From an optimization exercise on the open Yosys and OpenROAD flow, aimed at small area and a short achievable clock period; shortcuts taken in it are not production practice.
At most, simulation tests tie the RTL to the original design; equivalence was not proved.

build 10:
==> flow/design.v (excerpt) <==
module top_fsm(
	input clk,
	input reset,
	input rightBtn,
	input leftBtn,
	input upBtn,
	input downBtn,
	input crightBtn,
	input cleftBtn,
	input cupBtn,
	input cdownBtn,
	output reg [7:0] segCode,
	output wire [3:0] an,
	output wire [2:0] red,
	output wire [2:0] green,
	output wire [1:0] blue,
	output wire hsync,
	output wire vsync,
	output wire [3:0] catX,
	output wire [3:0] catY,
	output wire [3:0] mouseX,
	output wire [3:0] mouseY,
	output wire [3:0] goalX,
	output wire [3:0] goalY,
	output wire [13:0] score,
	output wire gameOver
);
Settings: LEC_CHECK=0, ABC_AREA=1, CAP_MARGIN=20, CORE_MARGIN=2, CORE_UTILIZATION=65, SLEW_MARGIN=20; clock period 90.0 ns.
standard.sh (not shown) runs the stock make flow with config.mk's settings and CLKGATE_MAP_FILE= SYNTH_SCRIPT=/design/flow/synth_recipe.tcl, a recipe that flattens the netlist after the stock synthesis.
==> flow/flow/run.sh <==
#!/bin/bash
# The standard layout (the standard.sh, all steps), with two changes in
# how it is made, not in what it is held to:
# - the ports are buffered with a plain buffer instead of ORFS's default
#   pick, a delay cell (every port still gets its own buffer);
# - ORFS's timing repair aims for 69.9 ns of setup slack at the design's
#   90 ns clock, so that it speeds up the paths that set the achieved period.
set -euo pipefail
export BUFFER_PORTS_ARGS="-buffer_cell sky130_fd_sc_hd__buf_2"
export SETUP_SLACK_MARGIN=69.9
bash standard.sh > standard.log 2>&1
For build 85, these inputs were changed with respect to build 10:
# build 10
export LEC_CHECK = 0
export ABC_AREA = 1
export CAP_MARGIN = 20
export CORE_MARGIN = 2
export CORE_UTILIZATION = 65
export SLEW_MARGIN = 20
create_clock -name core_clock -period 90.0 [get_ports {clk}]
# build 85
export LEC_CHECK = 0
export ABC_AREA = 1
export CAP_MARGIN = 20
export CORE_MARGIN = 2
export CORE_UTILIZATION = 40
export SLEW_MARGIN = 20
create_clock -name core_clock -period 90.0 [get_ports {clk}]
==> flow/flow/run.sh <==
#!/bin/bash
# The standard layout (the standard.sh, all steps), with two changes in
# how it is made, not in what it is held to:
# - the ports are buffered with a plain buffer instead of ORFS's default
#   pick, a delay cell (every port still gets its own buffer);
# - ORFS's timing repair aims for 69.8 ns of setup slack at the design's
#   90 ns clock, so that it speeds up the paths that set the achieved period.
set -euo pipefail
export BUFFER_PORTS_ARGS="-buffer_cell sky130_fd_sc_hd__buf_2"
export SETUP_SLACK_MARGIN=69.8
bash standard.sh > standard.log 2>&1
Findings:
Build 10: full flow OK, the timing, design-rule and antenna checks passed. Build 85 did not stop at any stage, and its layout met the timing, design-rule and antenna checks. Build 85 against build 10; die span in y is up by more than a quarter. Against build 10 as the reference, build 85 delivers a higher actual transition at the worst max-transition pin. Fmax: build 85 below build 10. Re share of cell area taken by flip-flops and latches: build 85 and build 10 aren't equal, and the higher value belongs to build 10.
Here is what was changed in the inputs of build 72 compared with build 85.
# build 85
export LEC_CHECK = 0
export ABC_AREA = 1
export CAP_MARGIN = 20
export CORE_MARGIN = 2
export CORE_UTILIZATION = 40
export SLEW_MARGIN = 20
create_clock -name core_clock -period 90.0 [get_ports {clk}]
# build 72
export LEC_CHECK = 0
export ABC_AREA = 1
export CAP_MARGIN = 20
export CORE_MARGIN = 2
export CORE_UTILIZATION = 65
export CTS_CLUSTER_DIAMETER = 80
export CTS_CLUSTER_SIZE = 25
export SLEW_MARGIN = 20
create_clock -name core_clock -period 90.0 [get_ports {clk}]
==> flow/flow/run.sh <==
#!/bin/bash
# The standard layout (the standard.sh, all steps), with two changes in
# how it is made, not in what it is held to:
# - the ports are buffered with a plain buffer instead of ORFS's default
#   pick, a delay cell (every port still gets its own buffer);
# - ORFS's timing repair aims for 69.9 ns of setup slack at the design's
#   90 ns clock, so that it speeds up the paths that set the achieved period.
set -euo pipefail
export BUFFER_PORTS_ARGS="-buffer_cell sky130_fd_sc_hd__buf_2"
export SETUP_SLACK_MARGIN=69.9
bash standard.sh > standard.log 2>&1
==> notes.md <==
- In build 72 relative to build 85, global placement routability congestion had gone up by a little under 10%.
- Compared with build 85, initial DRC count in build 72 increased by more than a quarter.
- Going from build 85 to build 72, critical path depth increased 4; maximum frequency from static timing analysis rose about 0.56%; maximum number of pins on one net before global-route repair lost 83; clock tree buffer count of the final layout went down.
- The lower detailed route wirelength on metal3 came out of build 85.
- In terms of hold slack, build 72 and build 85 differ only marginally.
- In build 72 relative to build 85, overall routed net length had gone down slightly.
diff inputs: build 72 => build 39
# build 72
export LEC_CHECK = 0
export ABC_AREA = 1
export CAP_MARGIN = 20
export CORE_MARGIN = 2
export CORE_UTILIZATION = 65
export CTS_CLUSTER_DIAMETER = 80
export CTS_CLUSTER_SIZE = 25
export SLEW_MARGIN = 20
create_clock -name core_clock -period 90.0 [get_ports {clk}]
# build 39
export LEC_CHECK = 0
export ABC_AREA = 1
export CAP_MARGIN = 20
export CORE_MARGIN = 2
export CORE_UTILIZATION = 40
export SLEW_MARGIN = 20
create_clock -name core_clock -period 90.0 [get_ports {clk}]
==> flow/flow/run.sh <==
#!/bin/bash
# The standard layout (the standard.sh, all steps), with two changes in
# how it is made, not in what it is held to:
# - the ports are buffered with a plain buffer instead of ORFS's default
#   pick, a delay cell (every port still gets its own buffer);
# - ORFS's timing repair aims for 70.2 ns of setup slack at the design's
#   90 ns clock, so that it speeds up the paths that set the achieved period.
set -euo pipefail
export BUFFER_PORTS_ARGS="-buffer_cell sky130_fd_sc_hd__buf_2"
export SETUP_SLACK_MARGIN=70.2
bash standard.sh > standard.log 2>&1
==> notes.md <==
- The final reports for build 39 and build 72 show ratio of final minimum period to clock period lower in the former.
- The higher die area came out of build 39.
- After detailed routing, build 72 needs less wire than build 39.
- Hold slack was lower in build 39 than in build 72.
- Cell area after synthesis came out exactly the same in build 72 and build 39.
- Cmp build 39 vs build 72: required time of the worst setup path higher in build 39
- Post-route cell area, build 39 vs build 72: up by a few percent
No run of this note included a check of the RTL's function; only the layout flow was run.

## job 102
top_fsm, a different RTL version from the one above (not shown whole).
Size in the first run: roughly 280 flip-flops, ~0.025 mm^2 of cells after synthesis.
Settings: LEC_CHECK=0, CAP_MARGIN=20, CORE_MARGIN=2, CORE_UTILIZATION=40, SLEW_MARGIN=20; clock period 90.0 ns.
run.sh (not shown) runs the stock make flow with config.mk's settings and CLKGATE_MAP_FILE= SYNTH_SCRIPT=/design/flow/synth_recipe.tcl, a recipe that flattens the netlist after the stock synthesis.
Stock flow here: none of the scripts above is used.
Job 102 ran to completion and came out clean on the timing, design-rule and antenna checks.
Modified inputs, job 105 compared to job 102
# job 102
export LEC_CHECK = 0
export CAP_MARGIN = 20
export CORE_MARGIN = 2
export CORE_UTILIZATION = 40
export SLEW_MARGIN = 20
create_clock -name core_clock -period 90.0 [get_ports {clk}]
# job 105
export LEC_CHECK = 0
export ABC_AREA = 1
export CAP_MARGIN = 20
export CORE_MARGIN = 2
export CORE_UTILIZATION = 40
export SLEW_MARGIN = 20
create_clock -name core_clock -period 90.0 [get_ports {clk}]
Notes after the runs:
The routed length per placed instance in job 105 was lower than what job 102 gave.
Relative to job 102, non-clock buffer instance count of the final layout has decreased by 31 in job 105.
From job 102 to job 105 the numbers moved as follows: fraction of the mapped netlist area in adder cells grew by 0.77 points, global-route track usage on met2 shrank by 2.3 points, via density per instance shrank by about 12%.
For the register-to-register setup slack, job 105 came in 0.39 ns higher than job 102 did.
In the tables for job 102 and job 105, share of cells above drive strength 1 reads lower with job 105.
No functional check of the RTL was part of any run of this note.

== job 2138 ==
top_fsm, a different RTL version from the one above (not shown whole).
Size in the first run: about 280 flip-flops, roughly 17000 sq um of cells after synthesis.
Settings: LEC_CHECK=0, ABC_AREA=1, CAP_MARGIN=20, CORE_MARGIN=2, CORE_UTILIZATION=65, CTS_CLUSTER_DIAMETER=80, CTS_CLUSTER_SIZE=25, SLEW_MARGIN=20; clock period 90.0 ns.
standard.sh (not shown) runs the stock make flow with config.mk's settings and CLKGATE_MAP_FILE= SYNTH_SCRIPT=/design/flow/synth_recipe.tcl, a recipe that flattens the netlist after the stock synthesis.
==> flow/flow/run.sh <==
#!/bin/bash
# The standard layout (standard.sh), with these changes in how it is
# made, not in what it is held to:
# - synthesis leaves adders as plain gates for ABC (no full/half-adder cell
#   extraction) and maps the logic with flow/abc_area.script, an
#   area-oriented ABC script; registers are mapped before ABC, so they are as
#   in the standard synthesis; the rest of the flow uses ORFS's own scripts;
# - the ports are buffered with a plain buffer instead of ORFS's default
#   pick, a delay cell (every port still gets its own buffer);
# - ORFS's timing repair aims for 69.9 ns of setup slack at the design's
#   90 ns clock, so that it speeds up the paths that set the achieved period.
set -euo pipefail
export BUFFER_PORTS_ARGS="-buffer_cell sky130_fd_sc_hd__buf_2"
export SETUP_SLACK_MARGIN=69.9
rm -rf synth_scripts
cp -r "$FLOW_HOME/scripts" synth_scripts
cp flow/abc_area.script synth_scripts/abc_area.script
ADDER_MAP_FILE= SCRIPTS_DIR="$PWD/synth_scripts" bash standard.sh synth > synth.log 2>&1
bash standard.sh > standard.log 2>&1
==> flow/flow/abc_area.script <==
strash
dc2
strash
dch -f
amap
mfs2 -W 4 -M 5000
strash
dch -f
amap
topo
stime -c
Job 2138 completed end to end with timing, DRC and antenna clean.
The following lists how job 4560 was set up differently from job 2138:
- CORE_UTILIZATION changed from 65 to 72
diff --git a/flow/flow/run.sh b/flow/flow/run.sh
--- a/flow/flow/run.sh
+++ b/flow/flow/run.sh
@@ -8,9 +8,9 @@
 # - the ports are buffered with a plain buffer instead of ORFS's default
 #   pick, a delay cell (every port still gets its own buffer);
-# - ORFS's timing repair aims for 69.9 ns of setup slack at the design's
+# - ORFS's timing repair aims for 69.0 ns of setup slack at the design's
 #   90 ns clock, so that it speeds up the paths that set the achieved period.
 set -euo pipefail
 export BUFFER_PORTS_ARGS="-buffer_cell sky130_fd_sc_hd__buf_2"
-export SETUP_SLACK_MARGIN=69.9
+export SETUP_SLACK_MARGIN=69.0
 rm -rf synth_scripts
 cp -r "$FLOW_HOME/scripts" synth_scripts
Results
Between job 4560 and job 2138, it is job 4560 whose total buffers and inverters traversed by the critical path is higher, by 1. Going from job 2138 to job 4560, number of global-route vias before repair shows no meaningful change, non-clock buffer count dropped 39, area growth from synthesis to layout dropped 4.1 points. For synthesized cell count, job 4560 and job 2138 come out practically identical. Diff job 2138..job 4560 | sum of net half-perimeters after detailed placement | negligible. As of job 4560, die width had fallen by a few percent compared to job 2138.
Setup changes, job 4560 to job 9087
diff --git a/flow/flow/run.sh b/flow/flow/run.sh
--- a/flow/flow/run.sh
+++ b/flow/flow/run.sh
@@ -8,9 +8,9 @@
 # - the ports are buffered with a plain buffer instead of ORFS's default
 #   pick, a delay cell (every port still gets its own buffer);
-# - ORFS's timing repair aims for 69.0 ns of setup slack at the design's
+# - ORFS's timing repair aims for 69.9 ns of setup slack at the design's
 #   90 ns clock, so that it speeds up the paths that set the achieved period.
 set -euo pipefail
 export BUFFER_PORTS_ARGS="-buffer_cell sky130_fd_sc_hd__buf_2"
-export SETUP_SLACK_MARGIN=69.0
+export SETUP_SLACK_MARGIN=69.9
 rm -rf synth_scripts
 cp -r "$FLOW_HOME/scripts" synth_scripts
==> notes.md <==
Result: PASS for each of job 4560 and job 9087
Job 4560 ended up with fewer cell instances than job 9087 did.
Critical path depth in job 9087 vs job 4560: up 1
Job 4560 and job 9087 ended up with roughly the same worst slack on hold paths.
Max-slew headroom at the worst pin, job 4560 and job 9087: larger value in job 4560
Count of nets left with antenna violations after detail routing: job 9087 vs job 4560 identical
Clock-cell share of area of job 9087 is on par with job 4560.
In job 9087 relative to job 4560, post-route cell area had gone up by a few percent.
Relative to job 4560, global router's overall resource usage has increased by 0.26 points in job 9087.
Job 9087 ended up with a higher post-layout utilization of the core than job 4560 did.

==> afterwards: timing with drivers on the ports <==
No port has a modelled driver above. Below, the same layouts with a new extraction and two added sets of constraints. Step 1 assumes that a clkbuf_16 drives the clock port and a buf_2 every other input. Step 2 adds t to the input delays and takes it off the output delays; t is the mean of the earliest and latest rising clock arrival at the registers after step 1. Input paths then give back, and output paths get back, about the clock's delay inside the block. Three values: ideal ports, drivers, drivers and shift; two values: the first two.
run | t (ns) | slack for setup (ns) | latest minus earliest clock arrival (ns) | worst register clock-pin slew, ns
build 10 | 0.636 | 70.022 / 70.050 / 69.414 | 0.016 / 0.016 | 0.07 / 0.07
build 85 | 0.587 | 69.907 / 69.936 / 69.349 | 0.018 / 0.018 | 0.07 / 0.07
build 72 | 0.568 | 70.020 / 70.021 / 69.453 | 0.026 / 0.025 | 0.10 / 0.10
build 39 | 0.599 | 70.244 / 70.250 / 69.665 | 0.040 / 0.040 | 0.06 / 0.06
job 102 | 0.659 | 68.759 / 68.775 / 68.116 | 0.030 / 0.030 | 0.07 / 0.07
job 105 | 0.609 | 68.589 / 68.625 / 68.016 | 0.049 / 0.049 | 0.07 / 0.07
job 2138 | 0.562 | 69.780 / 69.792 / 69.230 | 0.023 / 0.024 | 0.10 / 0.10
job 4560 | 0.573 | 69.236 / 69.271 / 68.698 | 0.031 / 0.031 | 0.11 / 0.11
job 9087 | 0.573 | 69.793 / 69.801 / 69.228 | 0.019 / 0.020 | 0.10 / 0.10
After both steps every run listed still meets setup and hold. For job 102, which loses most, drivers alone change the setup slack by +0.016 ns; drivers and shift together by -0.643 ns.
